Context: an optimization exercise on an open-source flow, tuned for small area, a short achievable clock period and few clock cycles per item. The choices shown serve that exercise and are no tape-out recipe.
Function was checked by simulation only, so behaviour that the tests miss may differ from the original.

==> flow/design.v, too long to show whole: its modules and the start of the top module <==
// module feature_engine: 13 lines
// module signal_engine: 14 lines
// module risk_mul_tree: 2232 lines
// module booth_enc: 17 lines
// module booth_sel: 3 lines
// module booth_sel_n: 3 lines
// module full_add: 4 lines
// module half_add: 4 lines
// module quantsilicon_top: 130 lines
module quantsilicon_top (
    input  logic                clk,
    input  logic                rst_n,
    input  logic                in_valid,
    output logic                in_ready,
    input  logic signed [31:0]  price,        
    input  logic signed [31:0]  position,     
    input  logic signed [31:0]  beta,         
    output logic                out_valid,
    input  logic                out_ready,
    output logic signed [31:0]  signal_out,   
    output logic                allow_trade,
    output logic                kill_switch
);
  // ...
==> flow/run.sh <==
#!/bin/bash
# synth_recipe.tcl (not shown) runs the flow's synth.tcl, then flattens the netlist and writes it again
# the make line also repeats each setting of config.mk as NAME=value (left out here)
make -C /OpenROAD-flow-scripts/flow DESIGN_CONFIG=/design/flow/config.mk WORK_HOME=/design/flow/orfs CLKGATE_MAP_FILE= SYNTH_SCRIPT=/design/flow/synth_recipe.tcl finish
==> flow/config.mk <==
export PLATFORM = sky130hd
export DESIGN_NAME = quantsilicon_top
export DESIGN_NICKNAME = quantsilicon_top
export VERILOG_FILES = /design/flow/design.v
export SDC_FILE = /design/flow/constraint.sdc
export NUM_CORES = 4
export LEC_CHECK = 0
export CAP_MARGIN = 20
export CORE_MARGIN = 2
export CORE_UTILIZATION = 40
export SLEW_MARGIN = 20
export SYNTH_HIERARCHICAL = 1
export SYNTH_MINIMUM_KEEP_SIZE = 0
==> flow/constraint.sdc <==
create_clock -name core_clock -period 12.5 [get_ports {clk}]
set_input_delay 2.5000 -clock core_clock [delete_from_list [all_inputs] [get_ports {clk}]]
set_output_delay 2.5000 -clock core_clock [all_outputs]
set_load 0.01 [all_outputs]
==> results.py, run 1 <==
metrics = {
    "status": {
        "status": "finished clean",
    },
    "synth": {
        "synthFlopType": "edfxtp_1",
        "synthMuxAreaShare": 0.0202,
        "synthCells": 3460,
        "synthTopCellsByCount": "xnor2_1, a22oi_2, fa_1",
        "synth.area.top_cells": "fa_1, edfxtp_1, a22oi_2",
        "synth_warnings": 8,
        "syn_area_per_cell_um2": 11.7,
    },
    "setup_path": {
        "crit_fanout": 6,
        "critPathCapture": "ema[30]",
        "r2r_start": "ema[4]",
        "cp-start-kind": "register",
        "path_cells": "inv_1 -> ha_1 -> a21oi_1 -> o21ai_1 -> a21oi_1 -> o21ai_1 -> nor2_1 -> nor2b_1 -> o21ai_1 -> nand2b_1 -> xor2_1 -> ha_1 -> a2111oi_0 -> o21ai_1 -> o21a_1 -> o2111ai_1 -> a21oi_1 -> a31oi_1 -> o21bai_1 -> a311oi_1 -> xnor2_1 -> mux2_2",
        "cp.arrival_ps": 5590,
        "critPathLaunch": "ema[4]",
        "critical_path_class": "reg -> reg",
        "rr_endpoint": "ema[30]",
    },
    "routing": {
        "viasPerCell": 5.76,
    },
    "run": {
        "drv_cap": 0,
    },
    "placement": {
        "dp.cells": 4862,
        "hpwl_um": 76400,
    },
    "sta": {
        "holdWs_ps": 467,
        "fmax_mhz": 197,
        "tightest_slew_ps": 1100,
    },
    "finish": {
        "final_area_um2": 44500,
        "seq_area_um2": 9660,
        "mostFrequentLayoutCells": "xnor2_1, a22oi_2, fa_1",
        "inverters": 135,
        "flops_and_latches": 344,
    },
    "floorplanning": {
        "pin_count": 136,
        "die_area_um2": 103000,
    },
    "global_route": {
        "grt_max_degree": 131,
        "grt_overflow_total": 0,
        "groute.usage.overall": 0.216,
        "grt_pass1_wl_um": 173000,
        "gr-usage-met3": 0.0365,
        "grt.busiest_layer": "met2",
    },
    "clock_tree": {
        "h-tree-depth": 2,
        "clk_pin_slew_ps": 60,
    },
}
Testbench counts, summed over its fixed seeds: cycles 24,024, items 24,000.
==> run 2: changes to the inputs <==
==> flow/flow/run.sh (new file) <==
#!/bin/bash
# Layout flow: the standard synthesis, then every cell set to its smallest
# drive strength, then the standard ORFS layout with timing repair aiming
# SETUP_SLACK_MARGIN ns below the clock period (cells on critical paths get
# upsized again). Each tool's output goes to a log file of its own here.
set -euo pipefail
MARGIN=${MARGIN:-8}
bash standard.sh synth > synth.log 2>&1
R=$PWD/orfs/results/$FLOW_PLATFORM/quantsilicon_top/base
DS_IN=$R/1_synth.odb DS_OUT=$R/1_synth.odb \
  openroad -no_init -exit flow/downsize.tcl > downsize.log 2>&1
bash standard.sh SETUP_SLACK_MARGIN=$MARGIN finish > layout.log 2>&1
==> flow/flow/downsize.tcl (new file) <==
# Set every cell of the synthesized netlist to the smallest drive strength of
# its type (same function and pins); the timing repair that follows upsizes
# the cells on critical paths again.
set db [ord::get_db]

read_db $::env(DS_IN)
set block [ord::get_db_block]

set n 0
foreach inst [$block getInsts] {
  set m [$inst getMaster]
  set name [$m getName]
  if {![regexp {^(sky130_fd_sc_hd__[a-z0-9]+)_([0-9]+)$} $name -> base drv]} { continue }
  if {[string match "*lpflow*" $name] || [string match "*probe*" $name]} { continue }
  set best $m
  set best_area [expr {[$m getWidth] * [$m getHeight]}]
  foreach d {0 1 2} {
    set cand ${base}_$d
    if {$cand eq $name} { continue }
    set cm [$db findMaster $cand]
    if {$cm eq "NULL"} { continue }
    set a [expr {[$cm getWidth] * [$cm getHeight]}]
    if {$a < $best_area} { set best $cm; set best_area $a }
  }
  if {$best ne $m} { $inst swapMaster $best; incr n }
}
puts "downsize: swapped $n instances"
write_db $::env(DS_OUT)
==> flow/standard.sh (new file) <==
#!/bin/bash
# synth_recipe.tcl (not shown) runs the flow's synth.tcl, then flattens the netlist and writes it again
# the make line also repeats each setting of config.mk as NAME=value (left out here)
make -C /OpenROAD-flow-scripts/flow DESIGN_CONFIG=/design/flow/config.mk WORK_HOME=/design/flow/orfs CLKGATE_MAP_FILE= SYNTH_SCRIPT=/design/flow/synth_recipe.tcl "${@:-finish}"
--- a/flow/config.mk
+++ b/flow/config.mk
@@ -9,5 +9,3 @@
 export CORE_MARGIN = 2
 export CORE_UTILIZATION = 40
 export SLEW_MARGIN = 20
-export SYNTH_HIERARCHICAL = 1
-export SYNTH_MINIMUM_KEEP_SIZE = 0
removed: flow/run.sh
==> run 2 against run 1 <==
Compared with the run above: still clean; first-iteration DRC count up 14%; area after synthesis decreased by 5.6%; hold slack got worse by 11 ps; synthesized cell count is 10% higher; cell count grew 6.1%; die area shrank 5.5%; count of clock-buffer cells in the layout shrank 1; via count rose by 3.0%; critical path depth decreased by 13; non-clock buffer count rose by 129; critical path type is now in -> reg.
==> results.py, run 2 <==
metrics = {
    "synth": {
        "synthTopCellsByCount": "a22oi_1, inv_1, fa_1",
        "synth-seq-cells": 344,
        "syn-cell-area_um2": 38100,
        "synth_edf_count": 242,
        "synth.largest_area_cell": "fa_1",
        "synth.area.top_cells": "fa_1, edfxtp_1, a22oi_1",
        "synthArstFlopShare": 0.201,
        "synthCells": 3818,
        "synthFlopType": "edfxtp_1",
        "synth_top_area_share": 0.197,
        "seq_area_frac_synth": 0.253,
        "ys_types": 78,
        "syn_area_per_cell_um2": 9.97,
        "synth_warnings": 2,
        "synth.most_common_cell": "a22oi_1",
    },
    "finish": {
        "drive_gt1_frac": 0.128,
        "syn2layout_area_growth_pct": 17.5,
        "finalNetCount": 4662,
        "final_common_cell": "a22oi_1",
        "utilization": 0.473,
        "mostFrequentLayoutCells": "a22oi_1, inv_1, xor2_1",
    },
    "setup_path": {
        "cp-start-kind": "input pin",
        "crit_fanout": 5,
        "slowest_delay_ps": 430,
        "worstSetupPathDepth": 9,
        "ff2ff_path_depth": 23,
        "cp.arrival_ps": 5110,
        "critPathLaunch": "price[13]",
        "path_cells": "clkdlybuf4s50_1 -> ha_1 -> a21o_1 -> a32o_2 -> a31o_4 -> a211o_1 -> a211o_1 -> o311a_1 -> xor2_1",
        "rrSetupSlack_ps": 7880,
        "critPathCapture": "ret_r[30]",
        "rr_endpoint": "ema[30]",
        "critPathTopFamily": "compound AO/OA/AOI/OAI gates",
        "path_buf_inv": 1,
        "critical_path_class": "in -> reg",
        "cpMostUsedCell": "a211o_1",
        "critPathRequiredTime_ps": 12870,
        "cpMaxStageDelayCell": "clkdlybuf4s50_1",
        "r2r_start": "ret_r[4]",
        "crit_path_end_kind": "register",
    },
    "routing": {
        "wirelength_um": 109000,
        "viasPerCell": 5.59,
        "drc": 0,
        "drt_iter0_markers": 2322,
        "wl_per_cell_um": 20.9,
        "drtAntennaViolNets": 0,
        "num_vias": 29309,
        "drt_first_pass_iters": 6,
    },
    "placement": {
        "hpwl_um": 71800,
        "globalplace.congestion": 0.863,
        "portBuffers": 135,
    },
    "sta": {
        "rsz0062_at_grt": "true",
        "hold_viol_final": 0,
        "fmax_mhz": 211,
        "min_period_ps": 4740,
        "slew_viol_final": 0,
        "tns_ps": 0,
        "setup-violations-final": 0,
        "timing.slew.headroom": 0.306,
        "tightest_slew_ps": 1030,
        "clock_skew_ps": 22.6,
        "period_share": 0.379,
    },
    "run": {
        "drv_cap": 0,
    },
    "global_route": {
        "grt_pass1_wl_um": 168000,
        "grt_pass1_vias": 29835,
        "grt_overflow_total": 0,
        "groute.usage.overall": 0.218,
        "grt_antenna_before_repair": 4,
        "grt_max_degree": 146,
    },
    "status": {
        "status": "finished clean",
    },
    "floorplanning": {
        "pin_count": 136,
        "start_util": 0.402,
        "core-area_um2": 94600,
        "die_area_um2": 97600,
        "rows": 113,
        "fp.dieW_um": 312,
        "die_y_um": 312,
    },
    "clock_tree": {
        "clk_pin_slew_ps": 60,
        "root_buffer": "clkbuf_16",
        "cts_made_buffers": 42,
        "hold_buffers": 0,
        "clockBufferDepth": 3,
        "cts_tree": "built",
        "h-tree-depth": 2,
        "clock_latency_ps": 620,
        "clock-sinks": 344,
    },
    "hold_path": {
        "hold_path_class": "reg -> reg",
    },
}
[run 2: changes by cell type in the layout (fill, tap and decap cells not counted), moves of 55 or more]
cell,delta
nand2_1,+58
buf_4,+56
mux2_2,-55
xor2_1,+268
inv_1,+249
a22oi_2,-426
xnor2_1,-264
a22oi_1,+401
[run 2: cell type report]
type	count	area (um^2)
sequential	344	9660
multi-input combinational	2809	27000
antenna	1	2.50
inverter	397	1510
clock buffer	50	1130
tap	1265	1580
timing repair buffer	349	3600
clock inverter	27	263
fill	8719	49900
[run 2: through the flow]
step,instances,hold WS [ps],instance area [um^2],worst slack (ps)
after floorplan,3818,423,38200,7380
after global placement,5029,444,40800,6460
after detailed placement,5029,446,40800,6460
after CTS,5171,460,43200,7700
after global routing,5242,491,44700,7700
final,5242,456,44700,7760
[run 2: how the worst min path moves through the flow]
stage | startpoint | to | slack, ps | cells after the start
after global placement | sig_s[18] | sig_s[18] | 440 | 2
after detailed placement | sig_s[3] | sig_s[3] | 450 | 2
after global routing | sig_s[3] | sig_s[3] | 490 | 2
after floorplan | sig_s[14] | sig_s[14] | 420 | 2
final | sig_s[3] | sig_s[3] | 460 | 2
after CTS | sig_s[3] | sig_s[3] | 460 | 2
[run 2: kinds of logic (layout without fill, tap and decap cells)]
| logic type | count (synthesis) | after routing | share of synthesized area |
|---|---|---|---|
| compound gates | 1025 | 1025 | 0.185 |
| xor+xnor | 655 | 655 | 0.151 |
| fa+ha+maj | 619 | 619 | 0.277 |
| buf+inv | 665 | 823 | 0.0655 |
| flops | 344 | 344 | 0.253 |
| mux | 20 | 20 | 0.00565 |
| other cells | 0 | 1 | 0 |
| simple gates | 490 | 490 | 0.0621 |
[run 2: worst min-delay path, stage by stage (launching register included)]
cell     delay (ps)
dfxtp_1         310
nand2_1          50
o31ai_1          60
[run 2: repair_timing]
action	in CTS	in global routing
buffers inserted	65	61
pin swaps	48	137
resized for setup	131	226
cloned	0	9
setup endpoints to repair	79	50
[run 2: per-layer routing]
| layer | global-route usage | up-vias | share of wire |
|---|---|---|---|
| met5 | 0 | - | 0 |
| met4 | 0.0893 | 0 | 0.046 |
| met3 | 0.0493 | 344 | 0.086 |
| met2 | 0.355 | 1288 | 0.46 |
| met1 | 0.281 | 14180 | 0.41 |
| li1 | - | 13497 | - |
==> module feature_engine, before the edit <==
module feature_engine (
    input  logic signed [31:0] ret,
    input  logic signed [31:0] ema,
    output logic signed [31:0] ema_next,
    output logic signed [31:0] t
);
    logic signed [31:0] d;
    logic        [33:0] ret3;
    assign d        = ret - ema;
    assign ema_next = ema + (d >>> fxp_pkg::ALPHA_SHIFT);
    assign ret3     = {{2{ret[31]}}, ret} + {ret[31], ret, 1'b0};
    assign t        = ret3[33:2];
endmodule
==> run 3: changes to the inputs <==
--- a/flow/design.v
+++ b/flow/design.v
@@ -9,12 +9,49 @@
     output logic signed [31:0] ema_next,
     output logic signed [31:0] t
 );
-    logic signed [31:0] d;
-    logic        [33:0] ret3;
-    assign d        = ret - ema;
-    assign ema_next = ema + (d >>> fxp_pkg::ALPHA_SHIFT);
-    assign ret3     = {{2{ret[31]}}, ret} + {ret[31], ret, 1'b0};
-    assign t        = ret3[33:2];
+    logic [37:0] a, b, c, s, k;
+    logic [32:0] lo, d;
+    logic [4:0]  h0;
+    logic        wp, wn;
+    logic [33:0] ret3;
+    assign a = {ema[31], ema, 5'b0};           
+    assign b = ~{{6{ema[31]}}, ema};           
+    assign c = {{6{ret[31]}}, ret};            
+    for (genvar i = 0; i < 5; i++) begin : g_ha
+        half_add u_ha (.a(b[i]), .b(c[i]), .s(s[i]), .co(k[i]));
+    end
+    for (genvar i = 5; i < 38; i++) begin : g_fa
+        full_add u_fa (.a(a[i]), .b(b[i]), .c(c[i]), .s(s[i]), .co(k[i]));
+    end
+    assign lo = {1'b0, s[31:0]} + {1'b0, k[30:0], 1'b1};
+    assign h0 = s[36:32] + k[35:31];
+    assign d  = {ret[31], ret} - {ema[31], ema};
+    assign wp = ~d[32] &  d[31];
+    assign wn =  d[32] & ~d[31];
+    ema_hi_sel u_hi (
+        .h0  (h0),
+        .cin (lo[32]),
+        .wp  (wp),
+        .wn  (wn),
+        .hi  (ema_next[31:27])
+    );
+    assign ema_next[26:0] = lo[31:5];
+    assign ret3 = {{2{ret[31]}}, ret} + {ret[31], ret, 1'b0};
+    assign t    = ret3[33:2];
+endmodule
+module ema_hi_sel (
+    input  logic [4:0] h0,
+    input  logic       cin,
+    input  logic       wp,
+    input  logic       wn,
+    output logic [4:0] hi
+);
+    logic [4:0] hm1, hp1, hp2;
+    assign hm1 = h0 - 5'd1;
+    assign hp1 = h0 + 5'd1;
+    assign hp2 = h0 + 5'd2;
+    assign hi = cin ? (wp ? h0  : (wn ? hp2 : hp1))
+                    : (wp ? hm1 : (wn ? hp1 : h0));
 endmodule
 module signal_engine (
     input  logic signed [31:0] t,
--- a/flow/config.mk
+++ b/flow/config.mk
@@ -9,3 +9,5 @@
 export CORE_MARGIN = 2
 export CORE_UTILIZATION = 40
 export SLEW_MARGIN = 20
+export SYNTH_HIERARCHICAL = 1
+export SYNTH_MINIMUM_KEEP_SIZE = 0
==> run 3 against run 2 <==
Compared with the run above: cell count down 6.0%; routed wire length is 1.9% higher; critical path depth down 1; core utilization shrank 1.0 points; synthesized cell count fell by 8.8%; first-iteration DRC count grew 11%; largest cell class unchanged.
==> results.py, run 3 <==
metrics = {
    "status": {
        "status": "finished clean",
    },
    "finish": {
        "syn2layout_area_growth_pct": 15.0,
        "final_area_um2": 43800,
        "antennaDiodeCount": 0,
        "mostFrequentLayoutCells": "xnor2_1, a22oi_1, fa_1",
        "final_common_cell": "xnor2_1",
        "finalNetCount": 4416,
        "drive_gt1_frac": 0.108,
        "fin_cells": 4929,
        "utilization": 0.463,
    },
    "global_route": {
        "grt_util_met2": 0.378,
        "grt_pass1_wl_um": 174000,
        "grt.busiest_layer": "met2",
        "grtUsageMet1": 0.302,
        "grt_max_degree": 70,
        "grt_pass1_vias": 29711,
        "groute.usage.overall": 0.226,
        "grt_antenna_before_repair": 2,
        "gr-usage-met3": 0.0372,
        "grt_overflow_total": 0,
    },
    "synth": {
        "syn_area_per_cell_um2": 10.9,
        "syn-cell-area_um2": 38100,
        "synthCells": 3481,
        "synth_warnings": 8,
    },
    "sta": {
        "timing.slew.headroom": 0.259,
        "min_period_ps": 4450,
        "clock_skew_ps": 15.8,
        "tns_ps": 0,
        "rsz0062_at_grt": "false",
        "fmax_mhz": 225,
        "hold_viol_final": 0,
        "period_share": 0.356,
        "tightest_slew_ps": 1110,
        "slew_viol_final": 0,
        "setup-violations-final": 0,
    },
    "setup_path": {
        "critPathRequiredTime_ps": 12840,
        "critPathLaunch": "price[12]",
        "cp-start-kind": "input pin",
        "cp.arrival_ps": 4780,
        "crit_path_end_kind": "register",
        "critical_path_class": "in -> reg",
        "crit_fanout": 6,
        "rrSetupSlack_ps": 8070,
        "r2r_start": "pos_r[13]",
    },
    "clock_tree": {
        "h-tree-depth": 2,
        "cts_made_buffers": 41,
        "clock_latency_ps": 600,
        "hold_buffers": 0,
        "clock-sinks": 344,
        "clockBufferDepth": 3,
        "clk_pin_slew_ps": 60,
        "cts_tree": "built",
        "root_buffer": "clkbuf_16",
    },
    "floorplanning": {
        "start_util": 0.402,
        "fp.dieW_um": 313,
        "die_area_um2": 97800,
        "die_y_um": 313,
        "rows": 113,
        "core-area_um2": 94700,
        "pin_count": 136,
    },
    "placement": {
        "dp.cells": 4804,
        "postPlaceCellArea_um2": 41300,
        "hpwl_um": 77300,
        "globalplace.congestion": 0.908,
        "portBuffers": 135,
    },
    "run": {
        "drv_cap": 0,
    },
    "hold_path": {
        "worstHoldStart": "sig_s[21]",
        "hold_path_class": "reg -> reg",
    },
    "routing": {
        "drt_iter0_markers": 2566,
        "wl_per_cell_um": 22.6,
        "drt_first_pass_iters": 6,
        "num_vias": 29000,
        "drc": 0,
        "wirelength_um": 111000,
        "drtAntennaViolNets": 0,
        "viasPerCell": 5.88,
    },
}
[run 3: cell count changes in the layout (fill, tap and decap cells not counted), sizes merged, moves of 49 or more]
cell   previous run  this run
fa              374       423
buf             207       126
xor2            367        84
xnor2           287       537
mux2             12        68
inv             400       135
nand2           180       105
[run 3: cell type report]
type	count	area [um^2]
clock buffers	52	1110
clock inverters	21	159
fillers	8835	50900
inverters	134	507
multi-input cells	2850	28000
flip-flops and latches	344	9670
well taps	1265	1580
repair buffers	263	2750
[run 3: critical path, stage by stage]
cell             delay (ps)
clkdlybuf4s50_1         490
ha_4                    370
nand4_1                 170
or4_4                   490
a211oi_4                260
o31ai_1                 150
o31ai_1                 250
xor2_1                  100
[run 3: worst paths after layout]
| path | cells after the start | endpoint |
|---|---|---|
| min in group asynchronous | 1 | ema[1] |
| min reg2reg | 1 | sig_s[21] |
| max reg2reg | 12 | pc_r |
| max in group asynchronous | 2 | rdy |
| min | 1 | sig_s[21] |
| max | 8 | ret_r[30] |
[run 3: layer usage]
| metal | wire length (um) | share of wire |
|---|---|---|
| met5 | 0 | 0 |
| met4 | 2990 | 0.027 |
| met3 | 7740 | 0.069 |
| met2 | 53800 | 0.48 |
| met1 | 46900 | 0.42 |
[run 3: stage by stage]
stage | hold slack [ps] | setup slack, ps
6_report | 470 | 8050
5_1_grt | 486 | 8000
4_1_cts | 474 | 8000
3_5_place_dp | 460 | 7080
3_3_place_gp | 453 | 7100
2_1_floorplan | 446 | 7630
[run 3: repair_timing]
item	CTS	global route
cloned	0	2
setup buffers	26	23
setup endpoints to repair	46	34
pin swaps	8	22
gates resized for setup	53	131
Testbench counts of run 3, summed over its fixed seeds: cycles 24,024, items 24,000.
==> run 4: changes to the inputs <==
==> flow/flow/run.sh (replaced) <==
#!/bin/bash
# Layout flow: the standard synthesis, then every cell set to its smallest
# drive strength, then the standard ORFS layout with timing repair aiming
# SETUP_SLACK_MARGIN ns below the clock period (cells on critical paths get
# upsized again) and buf_2 port buffers. Each tool's output goes to a log file
# of its own here.
set -euo pipefail
MARGIN=${MARGIN:-8}
bash standard.sh synth > synth.log 2>&1
R=$PWD/orfs/results/$FLOW_PLATFORM/quantsilicon_top/base
DS_IN=$R/1_synth.odb DS_OUT=$R/1_synth.odb \
  openroad -no_init -exit flow/downsize.tcl > downsize.log 2>&1
bash standard.sh SETUP_SLACK_MARGIN=$MARGIN \
  "BUFFER_PORTS_ARGS=-buffer_cell sky130_fd_sc_hd__buf_2" finish > layout.log 2>&1
--- a/flow/config.mk
+++ b/flow/config.mk
@@ -7,7 +7,10 @@
 export LEC_CHECK = 0
 export CAP_MARGIN = 20
 export CORE_MARGIN = 2
-export CORE_UTILIZATION = 40
+export CORE_UTILIZATION = 55
+export CTS_BUF_LIST = sky130_fd_sc_hd__clkbuf_8
+export CTS_CLUSTER_DIAMETER = 80
+export CTS_CLUSTER_SIZE = 20
 export SLEW_MARGIN = 20
 export SYNTH_HIERARCHICAL = 1
 export SYNTH_MINIMUM_KEEP_SIZE = 0
==> run 4 against run 3 <==
Compared with the run above: non-clock buffer count rose by 20; highest routed layer is now met5; global-route usage is 10 points higher; synthesized cell count unchanged; largest cell class unchanged; count of clock-buffer cells in the layout shrank 22.
==> results.py, run 4 <==
metrics = {
    "setup_path": {
        "slowest_delay_ps": 590,
        "critPathTopFamily": "adder cells",
        "critPathRequiredTime_ps": 12950,
        "path_cells": "buf_12 -> a22oi_2 -> xnor2_2 -> fa_2 -> fa_1 -> fa_1 -> fa_2 -> ha_4 -> and3_4 -> nand3_1 -> a21oi_1 -> or4b_4",
        "crit_fanout": 17,
        "critPathLaunch": "one_r[0]",
        "worstSetupPathDepth": 12,
        "ff2ff_path_depth": 12,
        "r2r_start": "one_r[0]",
        "path_buf_inv": 1,
        "cp-start-kind": "register",
        "crit_path_end_kind": "register",
        "cp.arrival_ps": 5040,
        "critical_path_class": "reg -> reg",
        "cpMaxStageDelayCell": "fa_1",
    },
    "global_route": {
        "grt_overflow_total": 0,
        "grt_antenna_before_repair": 2,
        "groute.usage.overall": 0.328,
        "grt_pass1_wl_um": 180000,
        "grt_max_degree": 82,
        "grt_pass1_vias": 31617,
    },
    "run": {
        "drv_cap": 0,
    },
    "sta": {
        "hold_viol_final": 0,
        "slew_viol_final": 0,
        "fmax_mhz": 218,
        "setup-violations-final": 0,
        "clock_skew_ps": 23.1,
        "setup_ws_ps": 7910,
        "rsz0062_at_grt": "true",
        "tightest_slew_ps": 1160,
        "period_share": 0.368,
        "timing.slew.headroom": 0.230,
        "min_period_ps": 4590,
        "tns_ps": 0,
    },
    "synth": {
        "syn-cell-area_um2": 38100,
        "synthCells": 3481,
        "syn_area_per_cell_um2": 10.9,
        "synth_warnings": 8,
    },
    "clock_tree": {
        "clockBufferDepth": 3,
        "root_buffer": "clkbuf_8",
        "clock_latency_ps": 730,
        "h-tree-depth": 1,
        "cts_made_buffers": 28,
        "clk_pin_slew_ps": 120,
        "hold_buffers": 0,
        "cts_tree": "built",
        "clock-sinks": 344,
    },
    "status": {
        "status": "finished clean",
    },
    "routing": {
        "wl_per_cell_um": 26.3,
        "drc": 0,
        "drtAntennaViolNets": 0,
        "drt_iter0_markers": 3092,
        "viasPerCell": 6.58,
        "drt_first_pass_iters": 7,
        "num_vias": 30223,
        "wirelength_um": 121000,
    },
    "finish": {
        "drive_gt1_frac": 0.143,
        "syn2layout_area_growth_pct": 11.3,
        "final_common_cell": "xnor2_1",
        "mostFrequentLayoutCells": "xnor2_1, a22oi_1, fa_1",
        "finalNetCount": 4423,
        "fin_cells": 4594,
    },
    "placement": {
        "portBuffers": 135,
        "globalplace.congestion": 0.962,
        "pre_cts_ws_ps": 7400,
        "hpwl_um": 80600,
        "dp.cells": 4469,
    },
    "hold_path": {
        "hold_path_class": "reg -> reg",
        "whs_path_depth": 1,
        "worstHoldStart": "sig_s[21]",
    },
    "floorplanning": {
        "die_area_um2": 71400,
        "pin_count": 136,
        "start_util": 0.556,
        "fp.dieW_um": 267,
        "rows": 96,
        "core-area_um2": 68600,
        "die_y_um": 267,
    },
}
-- run 4: path summary, 6_finish.rpt --
check,endpoint,slack [ps]
setup / recovery,pc_r,7910
hold / removal,sig_s[21],480
setup reg to reg,pc_r,7910
hold reg to reg,sig_s[21],480
max in group asynchronous,sv,9770
min in group asynchronous,prev[0],1720
-- run 4: what timing repair did --
item / in CTS / in global routing
endpoints found under the hold margin: 0 / 0
gates resized for setup: 48 / 118
pin swaps: 3 / 46
setup endpoints to repair: 42 / 19
buffers inserted: 19 / 40
cloned: 1 / 13
-- run 4: through the flow --
step	hold slack [ps]	utilization	instance area (um^2)
2_1_floorplan	446	-	38400
3_3_place_gp	452	0.586	40200
3_5_place_dp	460	0.586	40200
4_1_cts	488	0.601	41200
5_1_grt	501	0.618	42400
6_report	483	0.618	42400
-- run 4: per-layer routing --
layer  routed length (um)  GRT usage  vias to the layer above
met3                 9900     0.0548                      426
met1                46000      0.402                    15063
met2                58700      0.570                     1712
met5                   13          0                        -
met4                 6390      0.145                        2
li1                     -          -                    13020
-- run 4: layout make-up --
type | instances | area (um^2)
flip-flops and latches | 344 | 9660
clock inverters | 20 | 220
fillers | 5514 | 26200
multi-input cells | 2850 | 27900
diodes | 2 | 5.00
inverters | 134 | 507
clock buffers | 30 | 413
repair buffers | 283 | 2590
well taps | 931 | 1160
-- run 4: worst register-to-register path, delay by kind of cell, from the launching register on --
kind                       cells  cell delay (ps)
and+or+nand+nor                3              850
AOI/OAI and AO/OA              2              320
buffers and inverters          1              190
xor gates and xnor gates       1              160
adders and majority gates      5             2350
DFF                            1              450
==> module signal_engine, before the edit <==
module signal_engine (
    input  logic signed [31:0] t,
    input  logic signed [31:0] ema,
    input  logic        [31:0] px,
    input  logic        [31:0] py,
    input  logic               pc,
    output logic signed [31:0] signal_out,
    output logic               kill
);
    logic signed [31:0] expo;
    assign signal_out = t + (ema >>> 2);
    assign expo       = px + py + {31'd0, pc};
    assign kill       = expo > fxp_pkg::LIMIT;
endmodule
==> module quantsilicon_top, before the edit <==
module quantsilicon_top (
    input  logic                clk,
    input  logic                rst_n,
    input  logic                in_valid,
    output logic                in_ready,
    input  logic signed [31:0]  price,        
    input  logic signed [31:0]  position,     
    input  logic signed [31:0]  beta,         
    output logic                out_valid,
    input  logic                out_ready,
    output logic signed [31:0]  signal_out,   
    output logic                allow_trade,
    output logic                kill_switch
);
    logic v0, v1;           
    logic mv, sv;           
    logic rdy;              
    logic adv;
    assign adv       = ~sv;
    assign in_ready  = rdy;
    assign out_valid = mv;
    logic signed [31:0] prev, ema;
    logic signed [31:0] ret_r;
    logic        [31:0] pos_r;
    logic        [15:0] one_d, two_d, neg_d, one_r, two_r, neg_r;
    logic               flip;
    assign flip = position[31] & (|position[30:0]);
    booth_enc u_enc (
        .b    (beta),
        .flip (flip),
        .one  (one_d),
        .two  (two_d),
        .neg  (neg_d)
    );
    always_ff @(posedge clk or negedge rst_n) begin
        if (!rst_n) begin
            prev <= 32'sd0;
            v0   <= 1'b0;
        end else if (adv) begin
            v0 <= in_valid;
            if (in_valid) prev <= price;
        end
    end
    always_ff @(posedge clk) begin
        if (adv) begin
            ret_r  <= price - prev;
            pos_r  <= position;
            one_r  <= one_d;
            two_r  <= two_d;
            neg_r  <= neg_d;
        end
    end
    logic signed [31:0] ema_next, t_next, t_r;
    logic        [47:0] mx, my;
    logic        [16:0] lo;
    logic        [31:0] px_r, py_r;
    logic               pc_r;
    feature_engine u_feature (
        .ret      (ret_r),
        .ema      (ema),
        .ema_next (ema_next),
        .t        (t_next)
    );
    risk_mul_tree u_mul (
        .a    (pos_r),
        .one  (one_r),
        .two  (two_r),
        .neg  (neg_r),
        .x    (mx),
        .y    (my)
    );
    assign lo = {1'b0, mx[15:0]} + {1'b0, my[15:0]};
    always_ff @(posedge clk or negedge rst_n) begin
        if (!rst_n) begin
            ema <= 32'sd0;
            v1  <= 1'b0;
        end else if (adv) begin
            v1 <= v0;
            if (v0) ema <= ema_next;
        end
    end
    always_ff @(posedge clk) begin
        if (adv) begin
            t_r  <= t_next;
            px_r <= mx[47:16];
            py_r <= my[47:16];
            pc_r <= lo[16];
        end
    end
    logic signed [31:0] sig_in, sig_h, sig_s;
    logic               kill_in, kill_h, kill_s;
    logic               pop, inc;
    signal_engine u_signal (
        .t          (t_r),
        .ema        (ema),
        .px         (px_r),
        .py         (py_r),
        .pc         (pc_r),
        .signal_out (sig_in),
        .kill       (kill_in)
    );
    assign pop = mv & out_ready;
    assign inc = v1 & adv;
    logic sv_next;
    assign sv_next = sv ? ~pop : (inc & mv & ~pop);
    always_ff @(posedge clk or negedge rst_n) begin
        if (!rst_n) begin
            mv  <= 1'b0;
            sv  <= 1'b0;
            rdy <= 1'b1;
        end else begin
            if (~mv | pop) mv <= sv | inc;
            sv  <= sv_next;
            rdy <= ~sv_next;
        end
    end
    always_ff @(posedge clk) begin
        if (adv) begin
            sig_s  <= sig_in;
            kill_s <= kill_in;
        end
        if (~mv | out_ready) begin
            sig_h  <= sv ? sig_s  : sig_in;
            kill_h <= sv ? kill_s : kill_in;
        end
    end
    assign signal_out  = sig_h;
    assign kill_switch = kill_h;
    assign allow_trade = ~kill_h;
endmodule
==> run 5: changes to the inputs <==
--- a/flow/design.v
+++ b/flow/design.v
@@ -54,18 +54,14 @@
                     : (wp ? hm1 : (wn ? hp1 : h0));
 endmodule
 module signal_engine (
-    input  logic signed [31:0] t,
-    input  logic signed [31:0] ema,
-    input  logic        [31:0] px,
-    input  logic        [31:0] py,
-    input  logic               pc,
-    output logic signed [31:0] signal_out,
-    output logic               kill
+    input  logic [31:0] px,
+    input  logic [31:0] py,
+    input  logic        pc,
+    output logic        kill
 );
     logic signed [31:0] expo;
-    assign signal_out = t + (ema >>> 2);
-    assign expo       = px + py + {31'd0, pc};
-    assign kill       = expo > fxp_pkg::LIMIT;
+    assign expo = px + py + {31'd0, pc};
+    assign kill = expo > fxp_pkg::LIMIT;
 endmodule
 module risk_mul_tree (
     input  logic [31:0] a,
@@ -2345,25 +2341,17 @@
     output logic                kill_switch
 );
     logic v0, v1;           
+    logic rv0, rv1;         
     logic mv, sv;           
     logic rdy;              
-    logic adv;
+    logic adv, acc, pop;
     assign adv       = ~sv;
+    assign acc       = in_valid & adv;
+    assign pop       = mv & out_ready;
     assign in_ready  = rdy;
     assign out_valid = mv;
     logic signed [31:0] prev, ema;
     logic signed [31:0] ret_r;
-    logic        [31:0] pos_r;
-    logic        [15:0] one_d, two_d, neg_d, one_r, two_r, neg_r;
-    logic               flip;
-    assign flip = position[31] & (|position[30:0]);
-    booth_enc u_enc (
-        .b    (beta),
-        .flip (flip),
-        .one  (one_d),
-        .two  (two_d),
-        .neg  (neg_d)
-    );
     always_ff @(posedge clk or negedge rst_n) begin
         if (!rst_n) begin
             prev <= 32'sd0;
@@ -2374,34 +2362,15 @@
         end
     end
     always_ff @(posedge clk) begin
-        if (adv) begin
-            ret_r  <= price - prev;
-            pos_r  <= position;
-            one_r  <= one_d;
-            two_r  <= two_d;
-            neg_r  <= neg_d;
-        end
+        if (adv) ret_r <= price - prev;
     end
     logic signed [31:0] ema_next, t_next, t_r;
-    logic        [47:0] mx, my;
-    logic        [16:0] lo;
-    logic        [31:0] px_r, py_r;
-    logic               pc_r;
     feature_engine u_feature (
         .ret      (ret_r),
         .ema      (ema),
         .ema_next (ema_next),
         .t        (t_next)
     );
-    risk_mul_tree u_mul (
-        .a    (pos_r),
-        .one  (one_r),
-        .two  (two_r),
-        .neg  (neg_r),
-        .x    (mx),
-        .y    (my)
-    );
-    assign lo = {1'b0, mx[15:0]} + {1'b0, my[15:0]};
     always_ff @(posedge clk or negedge rst_n) begin
         if (!rst_n) begin
             ema <= 32'sd0;
@@ -2412,28 +2381,12 @@
         end
     end
     always_ff @(posedge clk) begin
-        if (adv) begin
-            t_r  <= t_next;
-            px_r <= mx[47:16];
-            py_r <= my[47:16];
-            pc_r <= lo[16];
-        end
+        if (adv) t_r <= t_next;
     end
     logic signed [31:0] sig_in, sig_h, sig_s;
-    logic               kill_in, kill_h, kill_s;
-    logic               pop, inc;
-    signal_engine u_signal (
-        .t          (t_r),
-        .ema        (ema),
-        .px         (px_r),
-        .py         (py_r),
-        .pc         (pc_r),
-        .signal_out (sig_in),
-        .kill       (kill_in)
-    );
-    assign pop = mv & out_ready;
-    assign inc = v1 & adv;
-    logic sv_next;
+    logic               inc, sv_next;
+    assign sig_in  = t_r + (ema >>> 2);        
+    assign inc     = v1 & adv;
     assign sv_next = sv ? ~pop : (inc & mv & ~pop);
     always_ff @(posedge clk or negedge rst_n) begin
         if (!rst_n) begin
@@ -2447,16 +2400,79 @@
         end
     end
     always_ff @(posedge clk) begin
-        if (adv) begin
-            sig_s  <= sig_in;
-            kill_s <= kill_in;
+        if (adv) sig_s <= sig_in;
+        if (~mv | out_ready) sig_h <= sv ? sig_s : sig_in;
+    end
+    assign signal_out = sig_h;
+    logic        [31:0] pos_r;
+    logic        [15:0] one_d, two_d, neg_d, one_r, two_r, neg_r;
+    logic               flip;
+    assign flip = position[31] & (|position[30:0]);
+    booth_enc u_enc (
+        .b    (beta),
+        .flip (flip),
+        .one  (one_d),
+        .two  (two_d),
+        .neg  (neg_d)
+    );
+    always_ff @(posedge clk) begin
+        pos_r <= position;
+        one_r <= one_d;
+        two_r <= two_d;
+        neg_r <= neg_d;
+    end
+    logic        [47:0] mx, my;
+    logic        [16:0] lo;
+    logic        [31:0] px_r, py_r;
+    logic               pc_r;
+    risk_mul_tree u_mul (
+        .a    (pos_r),
+        .one  (one_r),
+        .two  (two_r),
+        .neg  (neg_r),
+        .x    (mx),
+        .y    (my)
+    );
+    assign lo = {1'b0, mx[15:0]} + {1'b0, my[15:0]};
+    always_ff @(posedge clk) begin
+        px_r <= mx[47:16];
+        py_r <= my[47:16];
+        pc_r <= lo[16];
+    end
+    logic kill_in;
+    signal_engine u_risk_cmp (
+        .px   (px_r),
+        .py   (py_r),
+        .pc   (pc_r),
+        .kill (kill_in)
+    );
+    always_ff @(posedge clk or negedge rst_n) begin
+        if (!rst_n) begin
+            rv0 <= 1'b0;
+            rv1 <= 1'b0;
+        end else begin
+            rv0 <= acc;
+            rv1 <= rv0;
         end
-        if (~mv | out_ready) begin
-            sig_h  <= sv ? sig_s  : sig_in;
-            kill_h <= sv ? kill_s : kill_in;
+    end
+    logic [3:0] kf;
+    logic [2:0] kn;         
+    logic       wr;
+    assign wr = rv1;
+    always_ff @(posedge clk or negedge rst_n) begin
+        if (!rst_n) kn <= 3'd0;
+        else        kn <= kn + {2'b0, wr} - {2'b0, pop};
+    end
+    always_ff @(posedge clk) begin
+        for (int i = 0; i < 4; i++) begin
+            if (pop) begin
+                if (wr && kn == 3'(i + 1)) kf[i] <= kill_in;
+                else if (i < 3)            kf[i] <= kf[i + 1];
+            end else if (wr && kn == 3'(i)) begin
+                kf[i] <= kill_in;
+            end
         end
     end
-    assign signal_out  = sig_h;
-    assign kill_switch = kill_h;
-    assign allow_trade = ~kill_h;
+    assign kill_switch = kf[0];
+    assign allow_trade = ~kf[0];
 endmodule
--- a/flow/config.mk
+++ b/flow/config.mk
@@ -8,9 +8,6 @@
 export CAP_MARGIN = 20
 export CORE_MARGIN = 2
 export CORE_UTILIZATION = 55
-export CTS_BUF_LIST = sky130_fd_sc_hd__clkbuf_8
-export CTS_CLUSTER_DIAMETER = 80
-export CTS_CLUSTER_SIZE = 20
 export SLEW_MARGIN = 20
 export SYNTH_HIERARCHICAL = 1
 export SYNTH_MINIMUM_KEEP_SIZE = 0
==> run 5 against run 4 <==
Compared with the run above: flip-flop and latch count grew 7; routed wire length shrank 8.0%; core utilization down 0.38 points.
==> results.py, run 5 <==
metrics = {
    "status": {
        "status": "finished clean",
    },
    "global_route": {
        "groute.usage.overall": 0.318,
        "grtUsageMet1": 0.377,
        "grt.busiest_layer": "met2",
        "grt_max_degree": 69,
        "gr-usage-met3": 0.0651,
        "grt_pass1_wl_um": 173000,
        "grt_util_met2": 0.554,
        "grt_overflow_total": 0,
        "grt_antenna_before_repair": 4,
        "grt_pass1_vias": 31357,
    },
    "sta": {
        "hold_viol_final": 0,
        "min_period_ps": 4440,
        "setup_ws_ps": 8060,
        "period_share": 0.355,
        "rsz0062_at_grt": "true",
        "setup-violations-final": 0,
        "timing.slew.headroom": 0.168,
        "clock_skew_ps": 15.9,
        "tns_ps": 0,
        "holdWs_ps": 352,
        "fmax_mhz": 225,
        "tightest_slew_ps": 1250,
        "slew_viol_final": 0,
    },
    "setup_path": {
        "worstSetupPathDepth": 9,
        "path_buf_inv": 1,
        "cp.arrival_ps": 4900,
        "crit_path_end_kind": "register",
        "cpMaxStageDelayCell": "fa_1",
        "critPathTopFamily": "adder cells",
        "critical_path_class": "reg -> reg",
        "path_cells": "buf_4 -> a22oi_1 -> xnor2_1 -> fa_1 -> fa_1 -> fa_1 -> fa_1 -> fa_1 -> fa_1",
        "crit_fanout": 33,
        "critPathRequiredTime_ps": 12960,
        "ff2ff_path_depth": 9,
        "cpMostUsedCell": "fa_1",
        "slowest_delay_ps": 610,
        "cp-start-kind": "register",
    },
    "routing": {
        "wl_per_cell_um": 24.5,
        "num_vias": 29470,
        "drc": 0,
        "drtAntennaViolNets": 0,
        "drt_iter0_markers": 2897,
        "wirelength_um": 111000,
        "viasPerCell": 6.48,
        "drt_first_pass_iters": 6,
    },
    "floorplanning": {
        "die_y_um": 263,
        "rows": 94,
        "die_area_um2": 69000,
        "start_util": 0.558,
        "core-area_um2": 66000,
        "fp.dieW_um": 263,
        "pin_count": 136,
    },
    "clock_tree": {
        "clock_latency_ps": 580,
        "clock-sinks": 351,
        "hold_buffers": 0,
        "cts_tree": "built",
        "h-tree-depth": 2,
        "root_buffer": "clkbuf_16",
        "cts_made_buffers": 41,
        "clockBufferDepth": 3,
        "clk_pin_slew_ps": 60,
    },
    "synth": {
        "synthCells": 3536,
        "syn_area_per_cell_um2": 10.4,
        "syn-cell-area_um2": 36800,
        "synth_warnings": 8,
    },
    "finish": {
        "mostFrequentLayoutCells": "xnor2_1, a22oi_1, fa_1",
        "final_common_cell": "xnor2_1",
        "drive_gt1_frac": 0.114,
        "finalNetCount": 4435,
        "syn2layout_area_growth_pct": 10.1,
    },
    "run": {
        "drv_cap": 0,
    },
    "placement": {
        "hpwl_um": 74000,
        "globalplace.congestion": 0.956,
        "portBuffers": 135,
        "pre_cts_ws_ps": 7030,
    },
    "hold_path": {
        "whs_path_depth": 0,
        "hold_path_class": "reg -> reg",
    },
}
==> run 5: cell count changes in the layout (fill, tap and decap cells not counted), moves of 24 or more <==
cell / delta
fa_2: -39
nand2_1: +42
fa_1: +40
clkbuf_8: -24
buf_12: -29
edfxtp_1: -144
mux2_2: -27
dfxtp_1: +117
clkbuf_16: +30
==> run 5: final timing paths <==
| path | from | end | slack [ps] |
|---|---|---|---|
| max | one_r[6] | px_r[14] | 8060 |
| max reg2reg | one_r[6] | px_r[14] | 8060 |
| min in group asynchronous | rst_n | prev[0] | 1900 |
| min reg2reg | rv0 | rv1 | 350 |
| max in group asynchronous | rst_n | sv | 9610 |
| min | rv0 | rv1 | 350 |
==> run 5: per-stage QoR <==
stage | instance area, um^2 | utilization | std cells
floorplan | 37000 | - | 3552
global placement | 38600 | 0.586 | 4450
detailed placement | 38600 | 0.586 | 4450
CTS | 40200 | 0.610 | 4532
global route | 40500 | 0.615 | 4546
finish | 40600 | 0.615 | 4549
==> run 5: cell type report <==
cell class,count,area [um^2]
clock buffers,57,1190
diodes,3,7.51
flip-flops and latches,351,8440
repair buffers,227,1510
fillers,5414,25400
clock inverters,18,220
well taps,864,1080
multi-input cells,2897,27600
inverters,132,508
==> run 5: what timing repair did <==
item                                    in CTS  in global routing
gates resized for setup                     27                 48
setup buffers                                7                 14
pin swaps                                    7                 16
endpoints found under the setup margin      38                 34
==> run 5: layer usage <==
layer / up-vias / wire length (um)
met3: 433 / 9340
met5: - / 25
met1: 14575 / 42000
li1: 12942 / -
met2: 1516 / 54400
met4: 4 / 5580
==> run 5: worst register-to-register path, delay by kind of cell (launching register included) <==
kind                       cells  cell delay (ps)
buffers and inverters          1              440
adders and majority gates      6             3150
AOI/OAI and AO/OA              1              250
DFF                            1              300
xor gates and xnor gates       1              190
Testbench counts of run 5, summed over its fixed seeds: cycles 24,024, items 24,000.
==> run 6: changes to the inputs <==
--- a/flow/config.mk
+++ b/flow/config.mk
@@ -8,6 +8,8 @@
 export CAP_MARGIN = 20
 export CORE_MARGIN = 2
 export CORE_UTILIZATION = 55
+export CTS_CLUSTER_DIAMETER = 100
+export CTS_CLUSTER_SIZE = 30
 export SLEW_MARGIN = 20
 export SYNTH_HIERARCHICAL = 1
 export SYNTH_MINIMUM_KEEP_SIZE = 0
==> run 6 against run 5 <==
Compared with the run above: setup slack gained 17 ps; critical endpoint is now ret_r[31]; non-clock buffer count is the same; still clean; critical path type is now in -> reg; critical path depth grew 2.
==> results.py, run 6 <==
metrics = {
    "synth": {
        "synth_warnings": 8,
        "syn_area_per_cell_um2": 10.4,
        "synthCells": 3536,
        "syn-cell-area_um2": 36800,
    },
    "floorplanning": {
        "start_util": 0.558,
        "die_y_um": 263,
        "die_area_um2": 69000,
        "rows": 94,
        "fp.dieW_um": 263,
        "pin_count": 136,
        "core-area_um2": 66000,
    },
    "routing": {
        "num_vias": 29195,
        "route.met3.wl_um": 9240,
        "drc": 0,
        "wirelength_um": 110000,
        "drt_iter0_markers": 2869,
        "wl_per_cell_um": 24.5,
        "highest_layer": "met5",
        "viasPerCell": 6.47,
        "drtAntennaViolNets": 0,
        "wl_met1_um": 41800,
        "dr_wl_met2_um": 54400,
        "drt_first_pass_iters": 6,
    },
    "hold_path": {
        "whs_path_depth": 0,
        "hold_path_class": "reg -> reg",
    },
    "clock_tree": {
        "clock_latency_ps": 600,
        "cts_tree": "built",
        "cts_made_buffers": 20,
        "clock-sinks": 351,
        "hold_buffers": 0,
        "h-tree-depth": 1,
        "clockBufferDepth": 3,
        "root_buffer": "clkbuf_16",
        "clk_pin_slew_ps": 120,
    },
    "finish": {
        "drive_gt1_frac": 0.107,
        "num-fill-cells": 5480,
        "syn2layout_area_growth_pct": 8.37,
        "finalNetCount": 4414,
        "mostFrequentLayoutCells": "xnor2_1, a22oi_1, fa_1",
        "final_common_cell": "xnor2_1",
    },
    "sta": {
        "min_period_ps": 4420,
        "slew_viol_final": 0,
        "timing.slew.headroom": 0.147,
        "tns_ps": 0,
        "tightest_slew_ps": 1280,
        "rsz0062_at_grt": "true",
        "setup-violations-final": 0,
        "period_share": 0.354,
        "clock_skew_ps": 44.9,
        "hold_viol_final": 0,
        "fmax_mhz": 226,
    },
    "setup_path": {
        "crit_path_end_kind": "register",
        "cp.arrival_ps": 4770,
        "critPathRequiredTime_ps": 12840,
        "ff2ff_path_depth": 9,
        "crit_fanout": 4,
        "critical_path_class": "in -> reg",
        "cp-start-kind": "input pin",
    },
    "placement": {
        "hpwl_um": 74000,
        "globalplace.congestion": 0.956,
        "portBuffers": 135,
    },
    "global_route": {
        "grt_antenna_before_repair": 3,
        "groute.usage.overall": 0.314,
        "grt_max_degree": 69,
        "grt_overflow_total": 0,
        "grt_pass1_wl_um": 172000,
        "grt_pass1_vias": 31030,
    },
    "run": {
        "drv_cap": 0,
    },
    "status": {
        "status": "finished clean",
    },
}
-- run 6: area by class of cell --
class	instances	area (um^2)	share of cell area
antenna	2	5.00	0.000125
multi-input combinational	2897	27600	0.691
clock buffer	24	547	0.0137
clock inverter	12	171	0.00430
timing repair buffer	227	1560	0.0390
tap	864	1080	0.0271
inverter	132	508	0.0127
sequential	351	8440	0.212
-- run 6: final timing paths --
kind,startpoint,endpoint,slack (ps)
setup / recovery,price[1],ret_r[31],8080
hold / removal,rv0,rv1,360
setup reg to reg,pos_r[17],px_r[14],8090
hold reg to reg,rv0,rv1,360
max in group asynchronous,rst_n,ema[7],9620
min in group asynchronous,rst_n,prev[0],1900
-- run 6: per-layer routing --
layer / up-vias / GRT usage
met5: - / 0
met4: 4 / 0.141
met3: 358 / 0.0594
met2: 1494 / 0.552
met1: 14460 / 0.374
li1: 12879 / -
-- run 6: timing repair --
item,4_1_cts,5_1_grt
resized for setup,27,57
endpoints found under the setup margin,38,30
buffers inserted,3,18
pin swaps,3,12
-- run 6: metrics by stage --
stage | instance area, um^2 | hold WS (ps) | cells | worst slack [ps] | utilization
5_1_grt | 39900 | 379 | 4507 | 7970 | 0.605
2_1_floorplan | 37000 | 331 | 3552 | 7830 | -
6_report | 39900 | 363 | 4509 | 8080 | 0.605
3_3_place_gp | 38600 | 336 | 4450 | 7070 | 0.586
3_5_place_dp | 38600 | 336 | 4450 | 7030 | 0.586
4_1_cts | 39500 | 364 | 4489 | 8010 | 0.599
-- run 6: critical path: stages --
cell,delay [ps]
buf_2,110
ha_1,270
nor2b_1,130
o21ai_1,180
a21oi_1,120
o21a_1,220
o31ai_2,350
a21oi_1,260
a31oi_1,350
o21ai_1,130
xnor2_1,130
==> run 7: changes to the inputs <==
--- a/flow/design.v
+++ b/flow/design.v
@@ -6,14 +6,12 @@
 module feature_engine (
     input  logic signed [31:0] ret,
     input  logic signed [31:0] ema,
-    output logic signed [31:0] ema_next,
-    output logic signed [31:0] t
+    output logic signed [31:0] ema_next
 );
     logic [37:0] a, b, c, s, k;
     logic [32:0] lo, d;
     logic [4:0]  h0;
     logic        wp, wn;
-    logic [33:0] ret3;
     assign a = {ema[31], ema, 5'b0};           
     assign b = ~{{6{ema[31]}}, ema};           
     assign c = {{6{ret[31]}}, ret};            
@@ -36,8 +34,24 @@
         .hi  (ema_next[31:27])
     );
     assign ema_next[26:0] = lo[31:5];
-    assign ret3 = {{2{ret[31]}}, ret} + {ret[31], ret, 1'b0};
-    assign t    = ret3[33:2];
+endmodule
+module signal_sum (
+    input  logic signed [31:0] ret,
+    input  logic signed [31:0] ema,
+    output logic signed [31:0] signal_out
+);
+    logic [33:0] a, b, c, s, k, sum;
+    assign a = {{2{ret[31]}}, ret};
+    assign b = {ret[31], ret, 1'b0};
+    assign c = {{2{ema[31]}}, ema[31:2], 2'b00};
+    assign s[0] = a[0];
+    assign k[0] = 1'b0;
+    half_add u_ha1 (.a(a[1]), .b(b[1]), .s(s[1]), .co(k[1]));
+    for (genvar i = 2; i < 34; i++) begin : g_fa
+        full_add u_fa (.a(a[i]), .b(b[i]), .c(c[i]), .s(s[i]), .co(k[i]));
+    end
+    assign sum        = s + {k[32:0], 1'b0};
+    assign signal_out = sum[33:2];
 endmodule
 module ema_hi_sel (
     input  logic [4:0] h0,
@@ -2364,12 +2378,11 @@
     always_ff @(posedge clk) begin
         if (adv) ret_r <= price - prev;
     end
-    logic signed [31:0] ema_next, t_next, t_r;
+    logic signed [31:0] ema_next, ret2_r;
     feature_engine u_feature (
         .ret      (ret_r),
         .ema      (ema),
-        .ema_next (ema_next),
-        .t        (t_next)
+        .ema_next (ema_next)
     );
     always_ff @(posedge clk or negedge rst_n) begin
         if (!rst_n) begin
@@ -2381,11 +2394,15 @@
         end
     end
     always_ff @(posedge clk) begin
-        if (adv) t_r <= t_next;
+        if (adv) ret2_r <= ret_r;
     end
     logic signed [31:0] sig_in, sig_h, sig_s;
     logic               inc, sv_next;
-    assign sig_in  = t_r + (ema >>> 2);        
+    signal_sum u_sum (
+        .ret        (ret2_r),
+        .ema        (ema),
+        .signal_out (sig_in)
+    );
     assign inc     = v1 & adv;
     assign sv_next = sv ? ~pop : (inc & mv & ~pop);
     always_ff @(posedge clk or negedge rst_n) begin
--- a/flow/config.mk
+++ b/flow/config.mk
@@ -8,8 +8,8 @@
 export CAP_MARGIN = 20
 export CORE_MARGIN = 2
 export CORE_UTILIZATION = 55
-export CTS_CLUSTER_DIAMETER = 100
-export CTS_CLUSTER_SIZE = 30
+export CTS_CLUSTER_DIAMETER = 60
+export CTS_CLUSTER_SIZE = 25
 export SLEW_MARGIN = 20
 export SYNTH_HIERARCHICAL = 1
 export SYNTH_MINIMUM_KEEP_SIZE = 0
==> run 7 against run 6 <==
Compared with the run above: core utilization grew 0.57 points; die area down 0.74%; critical path depth up 3; clock skew decreased by 16 ps; non-clock buffer count is 12 lower; synthesized cell count fell by 3.0%; highest routed layer unchanged.
==> results.py, run 7 <==
metrics = {
    "status": {
        "status": "finished clean",
    },
    "setup_path": {
        "critPathRequiredTime_ps": 12830,
        "rrSetupSlack_ps": 8050,
        "cp-start-kind": "input pin",
        "ff2ff_path_depth": 8,
        "cp.arrival_ps": 4900,
        "crit_fanout": 3,
        "crit_path_end_kind": "register",
        "critical_path_class": "in -> reg",
    },
    "clock_tree": {
        "cts_made_buffers": 37,
        "hold_buffers": 0,
        "clk_pin_slew_ps": 70,
        "clock_latency_ps": 600,
        "root_buffer": "clkbuf_16",
        "h-tree-depth": 2,
        "clock-sinks": 351,
        "cts_tree": "built",
        "clockBufferDepth": 3,
    },
    "placement": {
        "globalplace.congestion": 0.912,
        "hpwl_um": 74900,
        "postPlaceCellArea_um2": 38300,
        "portBuffers": 135,
    },
    "synth": {
        "synth_warnings": 8,
        "synthCells": 3430,
        "syn_area_per_cell_um2": 10.7,
        "syn-cell-area_um2": 36500,
    },
    "sta": {
        "tns_ps": 0,
        "tightest_slew_ps": 1040,
        "setup-violations-final": 0,
        "hold_viol_final": 0,
        "timing.slew.headroom": 0.309,
        "slew_viol_final": 0,
        "fmax_mhz": 219,
        "min_period_ps": 4570,
        "rsz0062_at_grt": "true",
        "period_share": 0.365,
        "clock_skew_ps": 28.5,
    },
    "finish": {
        "syn2layout_area_growth_pct": 9.83,
        "finalNetCount": 4306,
        "num-fill-cells": 5453,
        "multiInputGateArea_um2": 27300,
        "final_area_um2": 40100,
        "seq_area_um2": 8470,
        "final_common_cell": "xnor2_1",
        "drive_gt1_frac": 0.123,
        "mostFrequentLayoutCells": "xnor2_1, a22oi_1, fa_1",
    },
    "routing": {
        "wirelength_um": 112000,
        "drtAntennaViolNets": 0,
        "drt_first_pass_iters": 8,
        "num_vias": 28966,
        "drt_iter0_markers": 2909,
        "wl_per_cell_um": 25.3,
        "drc": 0,
        "viasPerCell": 6.56,
    },
    "global_route": {
        "grt_antenna_before_repair": 1,
        "grt_pass1_wl_um": 172000,
        "grt_max_degree": 66,
        "grt_pass1_vias": 30947,
        "grt_overflow_total": 0,
        "groute.usage.overall": 0.325,
    },
    "floorplanning": {
        "core-area_um2": 65700,
        "pin_count": 136,
        "die_area_um2": 68500,
        "start_util": 0.556,
        "die_y_um": 262,
        "fp.dieW_um": 262,
        "rows": 94,
    },
    "hold_path": {
        "hold_path_class": "reg -> reg",
        "whs_path_depth": 0,
    },
    "run": {
        "drv_cap": 0,
    },
}
## run 7: cell types whose count changed in the layout (fill, tap and decap cells not counted), sizes merged, moves of 11 or more
cell    change
ha         -29
buf        -12
o21ai      -33
clkbuf     +16
mux2       +27
xor2       -11
nor2       -11
a21o       -31
xnor2      -15
fa         +31
nand2      -18
## run 7: final timing paths
| kind | startpoint | to |
|---|---|---|
| worst max-delay path | price[0] | ret_r[28] |
| worst min-delay path | rv0 | rv1 |
| worst max register to register | neg_r[4] | px_r[22] |
| worst min register to register | rv0 | rv1 |
| max in group asynchronous | rst_n | ema[5] |
| min in group asynchronous | rst_n | prev[2] |
## run 7: worst max-delay path, cell delays in order
cell      delay (ps)
buf_8            110
clkinv_8          40
ha_4             120
fa_2             200
nand2b_4         140
a21oi_4           70
o311ai_4         320
a31oi_4          150
a31oi_4          260
a21oi_4           90
buf_12           150
a221o_1          370
a221oi_2         270
xnor2_1          100
## run 7: area by class of cell
type,instances,share of cell area
sequential,351,0.211
clock inverter,28,0.00932
multi-input combinational,2782,0.679
timing repair buffer,215,0.0360
tap,864,0.0269
antenna,1,0.0000623
clock buffer,40,0.0247
inverter,132,0.0127
## run 7: stage by stage
step	setup WS, ps	utilization	cells	hold slack (ps)
6_report	7930	0.610	4413	361
5_1_grt	7880	0.610	4412	377
4_1_cts	7960	0.606	4402	366
3_5_place_dp	7050	0.582	4329	337
3_3_place_gp	7110	0.582	4329	345
2_1_floorplan	7740	-	3446	331
## run 7: routing by layer
metal,part of all wire,GRT usage,vias up
met4,0.053,0.162,2
met3,0.097,0.0839,489
met2,0.48,0.552,1656
met5,0.00033,0,-
li1,-,-,12511
met1,0.37,0.382,14308
## run 7: timing repair
action | 4_1_cts | 5_1_grt
buffers inserted | 5 | 10
resized for setup | 32 | 53
pin swaps | 7 | 13
endpoints found under the setup margin | 47 | 29
gates cloned | 0 | 0
Testbench counts of run 7, summed over its fixed seeds: cycles 24,024, items 24,000.
==> run 8: changes to the inputs <==
--- a/flow/config.mk
+++ b/flow/config.mk
@@ -7,7 +7,7 @@
 export LEC_CHECK = 0
 export CAP_MARGIN = 20
 export CORE_MARGIN = 2
-export CORE_UTILIZATION = 55
+export CORE_UTILIZATION = 70
 export CTS_CLUSTER_DIAMETER = 60
 export CTS_CLUSTER_SIZE = 25
 export SLEW_MARGIN = 20
==> run 8 against run 7 <==
Compared with the run above: still clean; flip-flop and latch count unchanged; non-clock buffer count decreased by 5; routed wire length decreased by 4.8%; critical path depth decreased by 3; synthesized cell count unchanged; critical endpoint unchanged.
==> results.py, run 8 <==
metrics = {
    "status": {
        "status": "finished clean",
    },
    "setup_path": {
        "path_buf_inv": 2,
        "critical_path_class": "in -> reg",
        "critPathRequiredTime_ps": 12870,
        "cp.arrival_ps": 4880,
        "critPathLaunch": "price[9]",
        "r2r_start": "pos_r[16]",
        "crit_path_end_kind": "register",
        "cpMaxStageDelayCell": "ha_1",
        "cp-start-kind": "input pin",
        "crit_fanout": 4,
        "path_cells": "buf_2 -> ha_1 -> a21oi_1 -> a21boi_1 -> a31oi_4 -> a31oi_2 -> a21oi_2 -> buf_6 -> a221o_1 -> a221oi_2 -> xnor2_1",
        "critPathTopFamily": "compound AO/OA/AOI/OAI gates",
        "slowest_delay_ps": 350,
    },
    "sta": {
        "slew_viol_final": 0,
        "rsz0062_at_grt": "true",
        "fmax_mhz": 222,
        "tightest_slew_ps": 1100,
        "hold_viol_final": 0,
        "period_share": 0.361,
        "timing.slew.headroom": 0.263,
        "clock_skew_ps": 25.0,
        "min_period_ps": 4510,
        "tns_ps": 0,
        "setup-violations-final": 0,
    },
    "clock_tree": {
        "cts_made_buffers": 31,
        "clk_pin_slew_ps": 70,
        "h-tree-depth": 1,
        "clockBufferDepth": 3,
        "cts_tree": "built",
        "hold_buffers": 0,
        "root_buffer": "clkbuf_16",
        "clock_latency_ps": 630,
        "clock-sinks": 351,
    },
    "finish": {
        "final_area_um2": 39600,
        "utilization": 0.769,
        "fin_cells": 4213,
        "finalNetCount": 4295,
        "antennaDiodeCount": 0,
        "final_common_cell": "xnor2_1",
        "syn2layout_area_growth_pct": 8.38,
        "mostFrequentLayoutCells": "xnor2_1, a22oi_1, fa_1",
        "drive_gt1_frac": 0.114,
    },
    "routing": {
        "wirelength_um": 106000,
        "drt_first_pass_iters": 10,
        "drt_iter0_markers": 3688,
        "num_vias": 29852,
        "viasPerCell": 7.09,
        "drc": 0,
        "wl_per_cell_um": 25.2,
        "drtAntennaViolNets": 0,
    },
    "global_route": {
        "grt_overflow_total": 0,
        "grt_pass1_wl_um": 167000,
        "grtUsageMet1": 0.464,
        "groute.usage.overall": 0.394,
        "grt_pass1_vias": 31443,
        "grt_antenna_before_repair": 0,
        "grt_util_met2": 0.664,
        "gr-usage-met3": 0.105,
        "grt.busiest_layer": "met2",
        "grt_max_degree": 66,
    },
    "hold_path": {
        "hold_path_class": "reg -> reg",
        "worstHoldStart": "rv0",
    },
    "floorplanning": {
        "start_util": 0.710,
        "rows": 83,
        "fp.dieW_um": 232,
        "die_area_um2": 54100,
        "core-area_um2": 51500,
        "pin_count": 136,
        "die_y_um": 232,
    },
    "placement": {
        "portBuffers": 135,
        "postPlaceCellArea_um2": 38100,
        "hpwl_um": 71400,
        "dp.cells": 4146,
        "globalplace.congestion": 0.990,
    },
    "synth": {
        "synth_warnings": 8,
        "syn-cell-area_um2": 36500,
        "syn_area_per_cell_um2": 10.7,
        "synthCells": 3430,
    },
    "run": {
        "drv_cap": 0,
    },
}
[run 8: layer usage]
metal | part of all wire | up-vias
met5 | 0 | -
met3 | 0.12 | 689
li1 | - | 12492
met1 | 0.34 | 14472
met2 | 0.47 | 2199
met4 | 0.068 | 0
[run 8: area by class of cell]
cell class / count / area [um^2]
multi-input combinational: 2782 / 27200
clock inverter: 21 / 337
tap: 680 / 851
clock buffer: 37 / 851
timing repair buffer: 210 / 1370
inverter: 132 / 503
fill: 3418 / 11900
sequential: 351 / 8450
[run 8: what timing repair did]
action / 4_1_cts / 5_1_grt
setup endpoints to repair: 45 / 42
pin swaps: 4 / 10
resized for setup: 18 / 47
setup buffers: 4 / 5
[run 8: worst register-to-register path: cells and delay by family, from the launching register on]
kind,cells,cell delay (ps)
AOI/OAI and AO/OA,1,230
xor gates and xnor gates,1,310
adders and majority gates,6,3060
DFF,1,750
[run 8: worst paths after layout]
path	to	slack, ps	depth (start not counted)
worst max-delay path	ret_r[28]	7990	11
worst min-delay path	rv1	350	0
worst max register to register	px_r[14]	8040	8
worst min register to register	rv1	350	0
max in group asynchronous	prev[4]	9680	2
min in group asynchronous	ema[22]	1780	1
[run 8: through the flow]
stage / hold WS, ps / setup slack (ps)
floorplan: 331 / 7740
global placement: 334 / 7170
detailed placement: 341 / 7130
CTS: 361 / 7990
global route: 365 / 7910
finish: 351 / 7990

separate check: timing with driven ports:
In the flow no input, the clock included, has a driving cell. The finished layouts below were timed again as built, in two steps.
Step 1: set_driving_cell puts a clkbuf_16 on clk and a buf_2 on each other input, an assumption about the parent block.
Step 2 times the ports against the registers' clock, not the clock port: input delays grow and output delays shrink by t, the midpoint of the rising clock arrivals with the driver on.
Slacks: no drivers / after step 1 / after step 2; pairs: no drivers / after step 1.
run	t (ns)	slack for setup (ns)	worst setup path at the end	worst data-port slew with drivers (ns)
run 1	0.686	7.413 / 7.413 / 7.062	input to register	0.11
run 2	0.677	7.760 / 7.769 / 7.092	input to register	0.10
run 3	0.661	8.052 / 8.071 / 7.433	input to register	0.11
run 4	0.788	7.905 / 7.905 / 7.409	input to register	0.11
run 5	0.641	8.059 / 8.059 / 7.491	input to register	0.06
run 6	0.643	8.077 / 8.095 / 7.473	input to register	0.06
run 7	0.647	7.934 / 7.961 / 7.314	input to register	0.05
run 8	0.685	7.992 / 8.021 / 7.335	input to register	0.07
After both steps every run listed still meets setup and hold. The setup slack of run 2, which loses most, moves by +0.009 ns with the drivers and by -0.668 ns with both steps.
